This design comes from an exercise in tuning for small area and a short achievable clock period on the open sky130 flow, not from production work. No functional check of the RTL was part of any run shown here. Power and IR drop assume default switching activity.

==> flow/design.v (outline; a module is shown in full before it is edited, if it fits) <==
// module mmu_top: 17366 lines
// module prefix_add16: 39 lines
// module fa: 4 lines
module mmu_top(
    clk,
    active,
    datain,
    win,
    wwrite,
    maccout,
    wout,
    wwriteout,
    activeout,
    dataout
);
  // ...
==> flow/run.sh <==
#!/bin/bash
# synth_recipe.tcl (not shown) runs the flow's synth.tcl, then flattens the netlist and writes it again
# the make line also repeats each setting of config.mk as NAME=value (left out here)
make -C /OpenROAD-flow-scripts/flow DESIGN_CONFIG=/design/flow/config.mk WORK_HOME=/design/flow/orfs CLKGATE_MAP_FILE= SYNTH_SCRIPT=/design/flow/synth_recipe.tcl finish
==> flow/config.mk <==
export PLATFORM = sky130hd
export DESIGN_NAME = mmu_top
export DESIGN_NICKNAME = mmu_top
export VERILOG_FILES = /design/flow/design.v
export SDC_FILE = /design/flow/constraint.sdc
export NUM_CORES = 4
export LEC_CHECK = 0
export CAP_MARGIN = 20
export CORE_MARGIN = 2
export CORE_UTILIZATION = 45
export SETUP_SLACK_MARGIN = 2.0
export SLEW_MARGIN = 20
export SYNTH_HIERARCHICAL = 1
==> flow/constraint.sdc <==
create_clock -name core_clock -period 5.5 [get_ports {clk}]
set_input_delay 1.1000 -clock core_clock [delete_from_list [all_inputs] [get_ports {clk}]]
set_output_delay 1.1000 -clock core_clock [all_outputs]
set_load 0.01 [all_outputs]
==> qor.yml, run 1 <==
outcome:
  status: "timing/DRC/antenna clean"
drt:
  vias: 102000
  firstDrtPassIters: 7
layout:
  final_cell_area_um2: 225000
  utilization_pct: 50.9
  buffers: 755
  final-seq-area_um2: 89800
  fin_cells: 20900
  multi_input_gates: 8918
  multi_input_area_share_pct: 46.0
  drive_gt1_share_pct: 9.88
yosys:
  synth_cell_types: 45
  synth.top_cell.area_share_pct: 38.0
  yosys_warnings: 7
  synth_top_family_by_area: "adder cells"
floorplanning:
  taps: 5904
  die_w_um: 670
  ios: 410
global_routing:
  use_met3_pct: 3.10
  grt.overflow.total: 0
  grt_antenna_before_repair: 38
  use_met1_pct: 29.4
  met2_usage_pct: 27.3
  grt_pass1_wl_mm: 664
power:
  seq_power_share_pct: 33.7
  p_sw_mw: 52.7
  clock_power_mw: 25.3
cts:
  cts.path.max_buffers: 4
  path_clk_slew_ns: 0.06
placement:
  placed_area_um2: 208000
  dp.final_hpwl_mm: 315
  gp_congestion: 0.855
  detailedPlace.worstSlack_ns: 0.678
  place_inst: 19800
timing:
  tightest_slew_ns: 1.00
critical_path:
  max_stage_delay_ns: 0.40
  crit_chain: "inv_2, ha_4, fa_2, a211oi_2, o21ai_1, and2_4, o21ai_2, nand2b_1, fa_2, xor2_4, buf_2"
  cp_slowest_cell: "fa_2"
  cp.required_ns: 4.40
  crit_path_start: "r7c0_m0_1"
hold_path:
  holdCritPathClass: "reg2reg"
==> inputs of run 2 (changes only) <==
--- a/flow/config.mk
+++ b/flow/config.mk
@@ -9,5 +9,4 @@
 export CORE_MARGIN = 2
 export CORE_UTILIZATION = 45
-export SETUP_SLACK_MARGIN = 2.0
 export SLEW_MARGIN = 20
 export SYNTH_HIERARCHICAL = 1
==> run 2 against run 1 <==
Compared with the run above:
- power shrank 0.58%
- worst hold slack worse by 0.00096 ns
- clock-buffer cell count is 2 lower
- critical path type unchanged
- largest cell class unchanged
- highest routed layer unchanged
==> qor.yml, run 2 <==
cts:
  cts.path.max_buffers: 4  # unchanged
  postCtsSetupRepairBufs: 0
  clock-sinks: 3388
  htree_levels: 5
  cts_tree: "built"
  cts_made_buffers: 371
  path_clk_slew_ns: 0.06  # about the same
  clk_latency_ns: 0.96
  root_buffer: "clkbuf_16"
timing:
  layout_setup_ws_ns: 0.309
  period_share_pct: 94.4
  rsz0062_at_grt: "false"
  whs_ns: 0.326
  clock.fmax_ghz: 0.193
  tns_ns: 0
  tightest_slew_ns: 1.10  # +0.100 ns
  final-hold-violation-count: 0
  drv_slew: 0
  slew_headroom_pct: 26.4
  finalClockSkew_ns: 0.0375
  fin_crit_ns: 5.19
  setup_violations: 0
yosys:
  syn-mean-instance-area_um2: 13.9
  synth_edf_count: 2182
  synth_common_cells: "fa_1 (3786), nand2_1 (3403), edfxtp_1 (2182)"
  syn-cell-area_um2: 199000
  synthCells: 14300
  ys_top_cells_by_area: "fa_1 (38%), edfxtp_1 (33%), dfxtp_1 (12%)"
  synth_cell_types: 45  # unchanged
  synth_seq_cells: 3388
  synth_top_area_cell: "fa_1"
  synth.most_common_cell: "fa_1"
  synthArstFlopShare_pct: 0
  seq_area_frac_synth_pct: 45.0
  synth.top_cell.area_share_pct: 38.0  # unchanged
  yosys_warnings: 7  # unchanged
  synthFlopType: "edfxtp_1"
power:
  p_comb_share_pct: 48.2
  seq_power_share_pct: 34.0  # +0.3 points
  p_sw_mw: 52.5  # -0.44%
  total_power_mw: 142
  p_per_area_nw_per_um2: 643
  sw_frac_of_total_pct: 37.0
  ir_drop_mv: 0.441
  p_leak_nw: 83.0
  p_int_mw: 89.3
  p_clk_share_pct: 17.8
flow_run:
  maxCapViolCount: 0
floorplanning:
  initial_utilization_pct: 45.2
  die_w_um: 670  # unchanged
  die_area_um2: 449000
  ios: 410  # unchanged
  coreArea_um2: 441000
  dieHeight_um: 670
  row_count: 244
layout:
  layout_commonest_cell: "fa_1"
  utilization_pct: 50.0  # -0.89 points
  final_cell_mix: "fa_1 (3786), nand2_1 (3403), edfxtp_1 (2182), dfxtp_1 (1191), inv_1 (1187)"
  syn_to_final_growth_pct: 10.6
  drive_gt1_share_pct: 6.09  # -3.8 points
  final_nets: 18500
global_routing:
  grt_pass1_vias: 112000
  grt_max_degree: 138
  grt_use_total_pct: 18.5
  grt_antenna_before_repair: 30  # -21%
  grt_pass1_wl_mm: 660  # -0.64%
  grt.overflow.total: 0  # unchanged
placement:
  detailedPlace.worstSlack_ns: 0.596  # -0.0819 ns
  io_buffers: 409
  gp_congestion: 0.847  # -0.91%
  dp.final_hpwl_mm: 315  # about the same
critical_path:
  crit_chain: "inv_1, ha_1, fa_1, a211oi_1, o21ai_0, and2_1, o21ai_0, nand2b_1, fa_1, xor2_2, clkdlybuf4s50_1"
  crit_type: "reg2out"
  cp_slowest_cell: "clkdlybuf4s50_1"
  reg2reg_depth: 9
  max_stage_delay_ns: 0.58  # +0.18 ns
  cp.required_ns: 4.40  # about the same
  startpoint_type: "register"
  r2r_slack_ns: 1.29
  end_kind: "output pin"
  worstPathArrival_ns: 4.09
  critPathMaxFanout: 3
drt:
  wirelength_mm: 408
  vias: 101000  # -1.3%
  wire_per_inst_um: 19.9
  drc_errors: 0
  routed_via_density: 4.92
  ant_nets: 0
  firstDrtPassIters: 5  # -2
  dr.first_iter.drc_count: 6571
hold_path:
  holdCritPathClass: "reg2reg"
  hold_path_depth: 0
outcome:
  status: "timing/DRC/antenna clean"
## run 2: logic make-up after synthesis
group / after synthesis / share of synthesized area [%]
AOI/OAI and AO/OA: 688 / 2.25
adders and majority gates: 4053 / 39.7
buffers and inverters: 2016 / 3.93
xor gates and xnor gates: 177 / 0.777
other: 1 / 0.00188
muxes: 16 / 0.0853
DFF: 3388 / 45.0
and+or+nand+nor: 3963 / 8.33
## run 2: power by group through the flow
stage | clock network [mW] | registers (mW) | logic (mW)
2_1_floorplan | 0 | 46.1 | 48.2
6_report | 25.3 | 48.1 | 68.4
3_5_place_dp | 0 | 48.9 | 69.5
3_3_place_gp | 0 | 48.8 | 67.2
5_1_grt | 27.0 | 49.1 | 80.5
4_1_cts | 26.0 | 48.4 | 69.8
## run 2: metal layers
metal	vias up	part of all wire [%]	track usage (%)
met5	-	0.044	0
met4	32	1.7	3.47
met3	534	5.2	2.87
met2	2469	43	27.2
met1	53200	50	29.4
li1	44800	-	-
## run 2: cell type report
cell class	instances	area (um^2)
fill	37600	221000
multi-input combinational	8918	102000
sequential	3388	89700
clock buffer	494	10300
tap	5904	7390
timing repair buffer	451	4470
inverter	1187	4460
clock inverter	200	2240
antenna	8	20.0
## run 2: metrics by stage
stage	cell area [um^2]	instances
3_3_place_gp	208000	19800
2_1_floorplan	200000	14300
5_1_grt	221000	20500
6_report	221000	20600
3_5_place_dp	208000	19800
4_1_cts	221000	20500
## run 2: path summary, 6_finish.rpt
check	from	endpoint
max	r7c0_m0_1	maccout[9]
min	r7c6_d[7]	r7c7_d[7]
max reg2reg	r6c2_ww	r7c2_qm8_0
min reg2reg	r7c6_d[7]	r7c7_d[7]
## run 2: Yosys stat by module, one instance, submodules excluded
module	cells	copies in the design	area (um^2)	flops+latches
prefix_add16	77	8	633	0
fa	1	3754	20.0	0
mmu_top	9932	1	119000	3388
## run 2: timing repair
action / in CTS / in global routing
hold buffers: 0 / 0
resized for setup: 0 / 1
setup endpoints to repair: 0 / 1
## run 2: critical path, delay by kind of cell, from the launching register on
family          cells  cell delay [ns]
compound gates      3             0.56
xor+xnor            1             0.26
fa+ha+maj           3             1.10
buf+inv             2             0.62
flops               1             0.32
simple gates        2             0.30

[afterwards: timing with drivers on the ports]
How much do the figures lean on ideal ports? The routed layouts below were timed once more, with nothing changed but the port constraints. Step 1: set_driving_cell puts a clkbuf_16 on clk and a buf_2 on each other input, an assumption about the parent block. Step 2, shift: input delay + t, output delay - t, t = (earliest + latest rising clock arrival at the registers) / 2. This alone moves slack from input paths to output paths. Slacks: ideal / step 1 / step 2; pairs: ideal / step 1.
run | shift t [ns] | slack for setup (ns) | hold WS [ns]
run 1 | 1.046 | 1.097 / 0.987 / 1.007 | 0.327 / 0.327 / 0.327
run 2 | 1.047 | 0.309 / 0.199 / 0.534 | 0.326 / 0.326 / 0.326
After both steps setup and hold are still met in every run listed. For run 1, which loses most, drivers alone change the setup slack by -0.110 ns; drivers and shift together by -0.090 ns.
